Source: an optimization exercise on an open RTL-to-GDS flow (aim: small area and a short achievable clock period). Production flows keep margins and buffers that such runs may drop. No functional check of the RTL was part of this run. No activity file was given, so power comes from the tool's default toggle rates.

$ cat flow/config.mk
export PLATFORM = sky130hd
export DESIGN_NAME = CPU
export DESIGN_NICKNAME = CPU
export VERILOG_FILES = /design/flow/design.v
export SDC_FILE = /design/flow/constraint.sdc
export NUM_CORES = 4
export LEC_CHECK = 0
export CAP_MARGIN = 20
export CORE_MARGIN = 2
export CORE_UTILIZATION = 30
export PLACE_DENSITY = 0.5
export SETUP_SLACK_MARGIN = 4
export SLEW_MARGIN = 20
export SYNTH_HIERARCHICAL = 1
$ cat flow/constraint.sdc
create_clock -name core_clock -period 12.0 [get_ports {clk}]
set_input_delay 2.4000 -clock core_clock [delete_from_list [all_inputs] [get_ports {clk}]]
set_output_delay 2.4000 -clock core_clock [all_outputs]
set_load 0.01 [all_outputs]
$ cat flow/design.v
module CPU(clk,rst,data_out,instr_out,instr_read,data_read,instr_addr,data_addr,data_write,data_in);
input             clk;
input             rst;
input      [31:0] data_out;
input      [31:0] instr_out;
output            instr_read;
output     [31:0] instr_addr;
output            data_read;
output     [31:0] data_addr;
output     [3:0]  data_write;
output     [31:0] data_in;
assign instr_read = 1'b1;
wire [31:0] ins = instr_out;
wire [6:0]  op  = ins[6:0];
wire [2:0]  f3  = ins[14:12];
wire [4:0]  rd  = ins[11:7];
wire [4:0]  rs1 = ins[19:15];
wire [4:0]  rs2 = ins[24:20];
wire is_lui   = (op == 7'b0110111);
wire is_auipc = (op == 7'b0010111);
wire is_jal   = (op == 7'b1101111);
wire is_jalr  = (op == 7'b1100111);
wire is_br    = (op == 7'b1100011);
wire is_ld    = (op == 7'b0000011);
wire is_st    = (op == 7'b0100011);
wire is_opi   = (op == 7'b0010011);
wire is_op    = (op == 7'b0110011);
wire [31:0] imm_i = {{20{ins[31]}}, ins[31:20]};
wire [31:0] imm_s = {{20{ins[31]}}, ins[31:25], ins[11:7]};
wire [31:0] imm_b = {{20{ins[31]}}, ins[7], ins[30:25], ins[11:8], 1'b0};
wire [31:0] imm_u = {ins[31:12], 12'b0};
wire [31:0] imm_j = {{12{ins[31]}}, ins[19:12], ins[20], ins[30:21], 1'b0};
reg  [31:0] pc;
reg  [31:0] rf [1:31];    
reg  [31:1] valid;        
assign instr_addr = pc;
integer i;
reg [30:0] sel1, sel2;
always @(*) begin
    for (i = 1; i < 32; i = i + 1) begin
        sel1[i-1] = valid[i] & (rs1 == i);
        sel2[i-1] = valid[i] & (rs2 == i);
    end
end
wire [31:0] r1, r2;
genvar gb, ge;
generate for (gb = 0; gb < 32; gb = gb + 1) begin : rdbit
    wire [30:0] col;
    for (ge = 1; ge < 32; ge = ge + 1) begin : ent
        assign col[ge-1] = rf[ge][gb];
    end
    rdmux m1(.sel(sel1), .d(col), .y(r1[gb]));
    rdmux m2(.sel(sel2), .d(col), .y(r2[gb]));
end endgenerate
wire [31:0] addr;
add32 u_addr(.a(r1), .b(is_st ? imm_s : imm_i), .y(addr));
assign data_addr = addr;
wire [1:0] idx = addr[1:0];
wire [31:0] pc_rel;                      
add32s u_pcrel(.a(pc), .b(is_jal ? imm_j : (is_br ? imm_b : imm_u)), .y(pc_rel));
wire [31:0] pc4;
inc30 u_pc4(.a(pc[31:2]), .y(pc4[31:2]));
assign pc4[1:0] = pc[1:0];
wire [31:0] b   = is_opi ? imm_i : r2;
wire        sub = is_br | (f3 != 3'd0) | (is_op & ins[30]);
wire [31:0] alu;
wire        lt, ltu, eq;
alu u_alu(.a(r1), .b(b), .sub(sub), .f3(f3), .arith(ins[30]),
          .y(alu), .lt(lt), .ltu(ltu), .eq(eq));
reg cond;
always @(*) begin
    case (f3)
        3'd0: cond = eq;
        3'd1: cond = ~eq;
        3'd4: cond = lt;
        3'd5: cond = ~lt;
        3'd6: cond = ltu;
        3'd7: cond = ~ltu;
        default: cond = 1'b0;
    endcase
end
wire take = is_jal | is_jalr | (is_br & cond);
wire [31:0] target = is_jalr ? addr : pc_rel;
always @(posedge clk or posedge rst) begin
    if (rst) pc <= 32'd0;
    else     pc <= take ? target : pc4;
end
assign data_read = is_ld;
reg [3:0] strobe;
always @(*) begin
    strobe = 4'd0;
    if (is_st) begin
        case (f3)
            3'd0: strobe = 4'd1 << idx;
            3'd1: strobe = (idx == 2'd0) ? 4'b0011 : 4'b1100;
            3'd2: strobe = 4'b1111;
            default: strobe = 4'd0;
        endcase
    end
end
assign data_write = strobe;
assign data_in[7:0]   = r2[7:0];
assign data_in[15:8]  = (f3[1] | f3[0]) ? r2[15:8] : r2[7:0];
assign data_in[23:16] = f3[1] ? r2[23:16] : r2[7:0];
assign data_in[31:24] = f3[1] ? r2[31:24] : (f3[0] ? r2[15:8] : r2[7:0]);
wire [31:0] ldata;
ldalign u_ld(.d(data_out), .idx(idx), .f3(f3), .y(ldata));
wire we = is_op | is_opi | is_ld | is_auipc | is_lui | is_jal | is_jalr;
reg [31:0] wd;
always @(*) begin
    if (is_ld)                 wd = ldata;
    else if (is_jal | is_jalr) wd = pc4;
    else if (is_lui)           wd = imm_u;
    else if (is_auipc)         wd = pc_rel;
    else                       wd = alu;
end
always @(posedge clk) begin
    for (i = 1; i < 32; i = i + 1)
        if (we && rd == i) rf[i] <= wd;
end
always @(posedge clk or posedge rst) begin
    if (rst) valid <= 31'd0;
    else begin
        for (i = 1; i < 32; i = i + 1)
            if (we && rd == i) valid[i] <= 1'b1;
    end
end
endmodule
module alu(a, b, sub, f3, arith, y, lt, ltu, eq);
input  [31:0] a, b;
input         sub;
input  [2:0]  f3;
input         arith;
output reg [31:0] y;
output        lt, ltu, eq;
wire [32:0] as  = {1'b0, a} + {1'b0, b ^ {32{sub}}} + {32'd0, sub};
wire [31:0] sum = as[31:0];
assign ltu = ~as[32];
assign lt  = (a[31] ^ b[31]) ? a[31] : sum[31];
assign eq  = (sum == 32'd0);
wire [31:0] sh;
shifter u_sh(.a(a), .shamt(b[4:0]), .left(~f3[2]), .arith(arith), .y(sh));
always @(*) begin
    case (f3)
        3'd0: y = sum;
        3'd1: y = sh;
        3'd2: y = {31'd0, lt};
        3'd3: y = {31'd0, ltu};
        3'd4: y = a ^ b;
        3'd5: y = sh;
        3'd6: y = a | b;
        default: y = a & b;
    endcase
end
endmodule
module shifter(a, shamt, left, arith, y);
input  [31:0] a;
input  [4:0]  shamt;
input         left, arith;
output reg [31:0] y;
reg [31:0] x;
integer i;
wire fill = arith & a[31] & ~left;
always @(*) begin
    for (i = 0; i < 32; i = i + 1) x[i] = left ? a[31-i] : a[i];
end
wire [31:0] r = $signed({fill, x}) >>> shamt;
always @(*) begin
    for (i = 0; i < 32; i = i + 1) y[i] = left ? r[31-i] : r[i];
end
endmodule
module add32(a, b, y);
input  [31:0] a, b;
output [31:0] y;
assign y = a + b;
endmodule
module add32s(a, b, y);
input  [31:0] a, b;
output [31:0] y;
assign y = a + b;
endmodule
module inc30(a, y);
input  [29:0] a;
output [29:0] y;
assign y = a + 30'd1;
endmodule
module ldalign(d, idx, f3, y);
input  [31:0] d;
input  [1:0]  idx;
input  [2:0]  f3;
output reg [31:0] y;
reg [7:0]  lbyte;
reg [15:0] lhalf;
always @(*) begin
    case (idx)
        2'd0: lbyte = d[7:0];
        2'd1: lbyte = d[15:8];
        2'd2: lbyte = d[23:16];
        default: lbyte = d[31:24];
    endcase
    lhalf = (idx == 2'd0) ? d[15:0] : d[31:16];
    case (f3)
        3'd0: y = {{24{lbyte[7]}}, lbyte};
        3'd4: y = {24'd0, lbyte};
        3'd1: y = {{16{lhalf[15]}}, lhalf};
        3'd5: y = {16'd0, lhalf};
        3'd2: y = d;
        default: y = 32'd0;
    endcase
end
endmodule
module rdmux(sel, d, y);
input  [30:0] sel;
input  [30:0] d;
output        y;
wire [10:0] n;
genvar k;
generate for (k = 0; k < 10; k = k + 1) begin : grp
    aoi3 u(.a0(sel[3*k]), .b0(d[3*k]), .a1(sel[3*k+1]), .b1(d[3*k+1]),
           .a2(sel[3*k+2]), .b2(d[3*k+2]), .y(n[k]));
end endgenerate
assign n[10] = ~(sel[30] & d[30]);
assign y = ~(&n);
endmodule
module aoi3(a0, b0, a1, b1, a2, b2, y);
input a0, b0, a1, b1, a2, b2;
output y;
assign y = ~((a0 & b0) | (a1 & b1) | (a2 & b2));
endmodule
$ cat flow/run.sh
#!/bin/bash
# synth_recipe.tcl (not shown) runs the flow's synth.tcl, then flattens the netlist and writes it again
# the make line also repeats each setting of config.mk as NAME=value (left out here)
make -C /OpenROAD-flow-scripts/flow DESIGN_CONFIG=/design/flow/config.mk WORK_HOME=/design/flow/orfs CLKGATE_MAP_FILE= SYNTH_SCRIPT=/design/flow/synth_recipe.tcl finish
==> notes.md <==
status timing/DRC/antenna clean; vias per cell 6.93; largest net degree at the start of global routing 82; Crit path required time 9.60 ns; Sequential Area 31,400 um2; Final period util 78.7%; Vias 54,300; share of layout cells above drive strength 1 30.2%; fin. max-slew vios 0; post-synth top area share 52.1%; CTS tree yes; DRC 0; cell area after layout 75,300 um2; Remaining Overflow, GRT 0; critical path arrival 7.05 ns; Worst Setup Start Kind input pin; Final Routed Wirelength 320,000 um; syn nets 4,631; sequential power share 42.2%; setup TNS 0 ns; power share of the combinational group 24.3%; area of the multi-input gates 28,400 um2; Pint 7.02 mW; chip height 440 um; top-count cell post-synth edfxtp_1; Yosys cell types 113; YS warnings 11; TritonCTS Buffers 113; Place WS 1.00 ns; worst-path cell chain buf_16 -> nor3b_4 -> buf_4 -> and3_2 -> a222oi_1 -> nand4_1 -> a2111o_2 -> ha_4 -> a211oi_2 -> o21ai_4 -> o311ai_4 -> o21ai_0 -> a311oi_1 -> o21bai_1 -> xor2_1 -> buf_2; CP peak stage delay 0.79 ns; Placed Area 63,100 um2; Ports 168; Relative slew margins 26.9%; min cycle time layout 9.45 ns; dpl hpwl 181,000 um; synthesized area per cell 13.0 um2; hold_buf cts 0; final hold violation count 0; port buffer count 166; antenna-violating nets left 0; Chip Width 440 um; GR Util All Layers 30.7%; drt wl/cell 40.9 um; Max Root-Sink Buffers 3; Cell Area, Synth 57,100 um2; synthesized instance count 4,401; Hold Crit Class flip-flop to flip-flop; first-pass GRT wire length 413,000 um; critical path's slowest cell a2111o_2; fin cells 7,830; fin worst setup slack 2.55 ns; crit path kind input pin to output port; largest cells by area after synthesis edfxtp_1 (52%), a222oi_1 (12%), ha_1 (3.5%), dfrtp_1 (2.8%), nand2_1 (1.9%); Async S/R FF share, synth 5.97%; CP Max Fanout 8; Initial DRC Count 13,300; Layout area overhead 31.9%; sw frac 31.3%; clock power share 33.5%; fin nets 5,420; gpl congestion 0.999; fmax 106 MHz; max-cap violations 0; cell type with the highest aggregate area in the netlist edfxtp_1; Skew-Pair Late Insertion Delay 0.79 ns; H-tree level count 3; Core Box Area 190,000 um2; worst clock skew 0.0766 ns; Cell Rows 160; measured slew at the worst slew-check pin 1.10 ns; pwr dens 136 nW/um2; total power 10.2 mW; critical path capture point type output port; RSZ-0062 raised after global routing true; sequential area share after synthesis 54.9%; final setup fails 0; Sink Count 1,055; Synth Flop Type edfxtp_1; Post-synth EDFFs 992; dpl cells 7,049; Switch Pwr 3.20 mW; Synth top cells by count edfxtp_1 (992), a222oi_1 (661), nand2_1 (291); vias in the first global route 48,900; filler cell count 17,800; Die ar. 194,000 um2; register bit total from synthesis 1,055; clock-pin slew on the worst setup and hold paths 0.05 ns; root buf cell clkbuf_16; TritonRoute pass-1 iters 15; Initial Utilization 30.1%; initial antenna violation count 39; worst vdd ir 0.125 mV; Leakage 27.1 nW
[sequential cells by signal (all words and copies together), names as in the netlist]
| signal | cells |
|---|---|
| pc | 32 |
| valid | 31 |
| rf | 992 |
[path summary, 6_finish.rpt]
path                                             from                     to  slack, ns  depth (start not counted)
worst max-delay path                    instr_out[15]          data_addr[26]       2.55                         16
min in group asynchronous                         rst       pc[22]$_DFF_PP0_       2.23                          3
worst max register to register  valid[18]$_DFFE_PP0P_        pc[4]$_DFF_PP0_       4.79                         25
worst min-delay path            valid[31]$_DFFE_PP0P_  valid[31]$_DFFE_PP0P_       0.55                          1
max in group asynchronous                         rst   valid[9]$_DFFE_PP0P_       9.07                          3
worst min register to register  valid[31]$_DFFE_PP0P_  valid[31]$_DFFE_PP0P_       0.55                          1
[cell type report]
class                           count  share of cell area, %
Timing Repair Buffer              809                   11.1
Sequential cell                  1055                   41.6
Multi-Input combinational cell   3103                   37.7
Clock buffer                      134                   3.88
Inverter                          108                  0.540
Tap cell                         2511                   4.17
Antenna cell                       34                  0.113
Clock inverter                     76                  0.837
[per-module statistics from Yosys, one instance, submodules excluded]
module / cells / copies in the design
add32s: 241 / 1
add32: 241 / 1
shifter: 466 / 1
alu: 683 / 1
ldalign: 102 / 1
rdmux: 4 / 64
inc30: 81 / 1
CPU: 1691 / 1
aoi3: 1 / 640
[placed cells by master (no fill, tap or decap), types with 49 or more instances in the layout]
cell / n
a21o_1: 106
clkdlybuf4s50_1: 97
inv_1: 100
a21oi_1: 80
xor2_1: 67
nand4_1: 167
xnor2_1: 49
and3_4: 95
nor2_1: 148
buf_12: 79
clkbuf_16: 134
ha_1: 121
mux2i_1: 88
buf_4: 452
nand2_1: 274
o21ai_0: 82
a222oi_1: 661
buf_6: 96
dfrtp_1: 63
edfxtp_1: 992
mux2_2: 80
[worst max-delay path: cells and delay by family]
kind / cells / cell delay (ns)
buf+inv: 3 / 0.50
compound gates: 8 / 2.42
simple gates: 3 / 1.13
fa+ha+maj: 1 / 0.30
xor+xnor: 1 / 0.27
[power by group through the flow]
stage	clock, mW	sequential [mW]	combinational [mW]
global route	3.56	4.31	2.55
CTS	3.43	4.30	2.14
finish	3.43	4.31	2.48
global placement	0	4.36	1.90
floorplan	0	4.32	1.10
detailed placement	0	4.36	1.90
[metrics by stage]
step                hold slack (ns)  utilization (%)
floorplan                     0.442                -
global placement              0.490             33.3
detailed placement            0.488             33.3
CTS                           0.546             38.0
global route                  0.549             39.7
finish                        0.553             39.7
[logic make-up after synthesis]
family | share of synthesized area (%)
other | 0.0131
AOI/OAI and AO/OA | 21.9
adders and majority gates | 3.63
buffers and inverters | 2.37
and+or+nand+nor | 9.01
muxes | 5.99
DFF | 54.9
xor gates and xnor gates | 2.24
[layer usage]
metal / global-route usage [%] / share of wire (%)
met5: 0.571 / 0.14
met4: 20.2 / 8.3
met3: 13.1 / 15
met2: 43.1 / 41
met1: 38.3 / 36
[what timing repair did]
item                       4_1_cts  5_1_grt
hold endpoints to repair         0        0
gates cloned                    62       29
setup endpoints to repair     1092     1050
resized for setup              672      341
buffers inserted               314      132
pin swaps                      255      257

==> port drivers added, routing unchanged <==
The flow's constraints put no driver on any port. The routed layout listed below was extracted and timed again, unchanged, in two steps.
Step 1 (the two cells are an assumption about what drives the block):
set clk [get_ports {clk}]
set_driving_cell -lib_cell sky130_fd_sc_hd__clkbuf_16 $clk
set_driving_cell -lib_cell sky130_fd_sc_hd__buf_2 [delete_from_list [all_inputs] $clk]
Step 2 adds t to the input delays and takes it off the output delays; t is the mean of the earliest and latest rising clock arrival at the registers after step 1. Input paths then give back, and output paths get back, about the clock's delay inside the block.
Three values: no drivers, after step 1, after step 2; two values: the first two.
t, ns: 0.836
slack for setup (ns): 2.555 / 2.414 / 2.414
latest minus earliest clock arrival (ns): 0.077 / 0.077
After both steps this run still meets setup and hold. For this run, drivers alone change the setup slack by -0.141 ns; drivers and shift together by -0.141 ns.
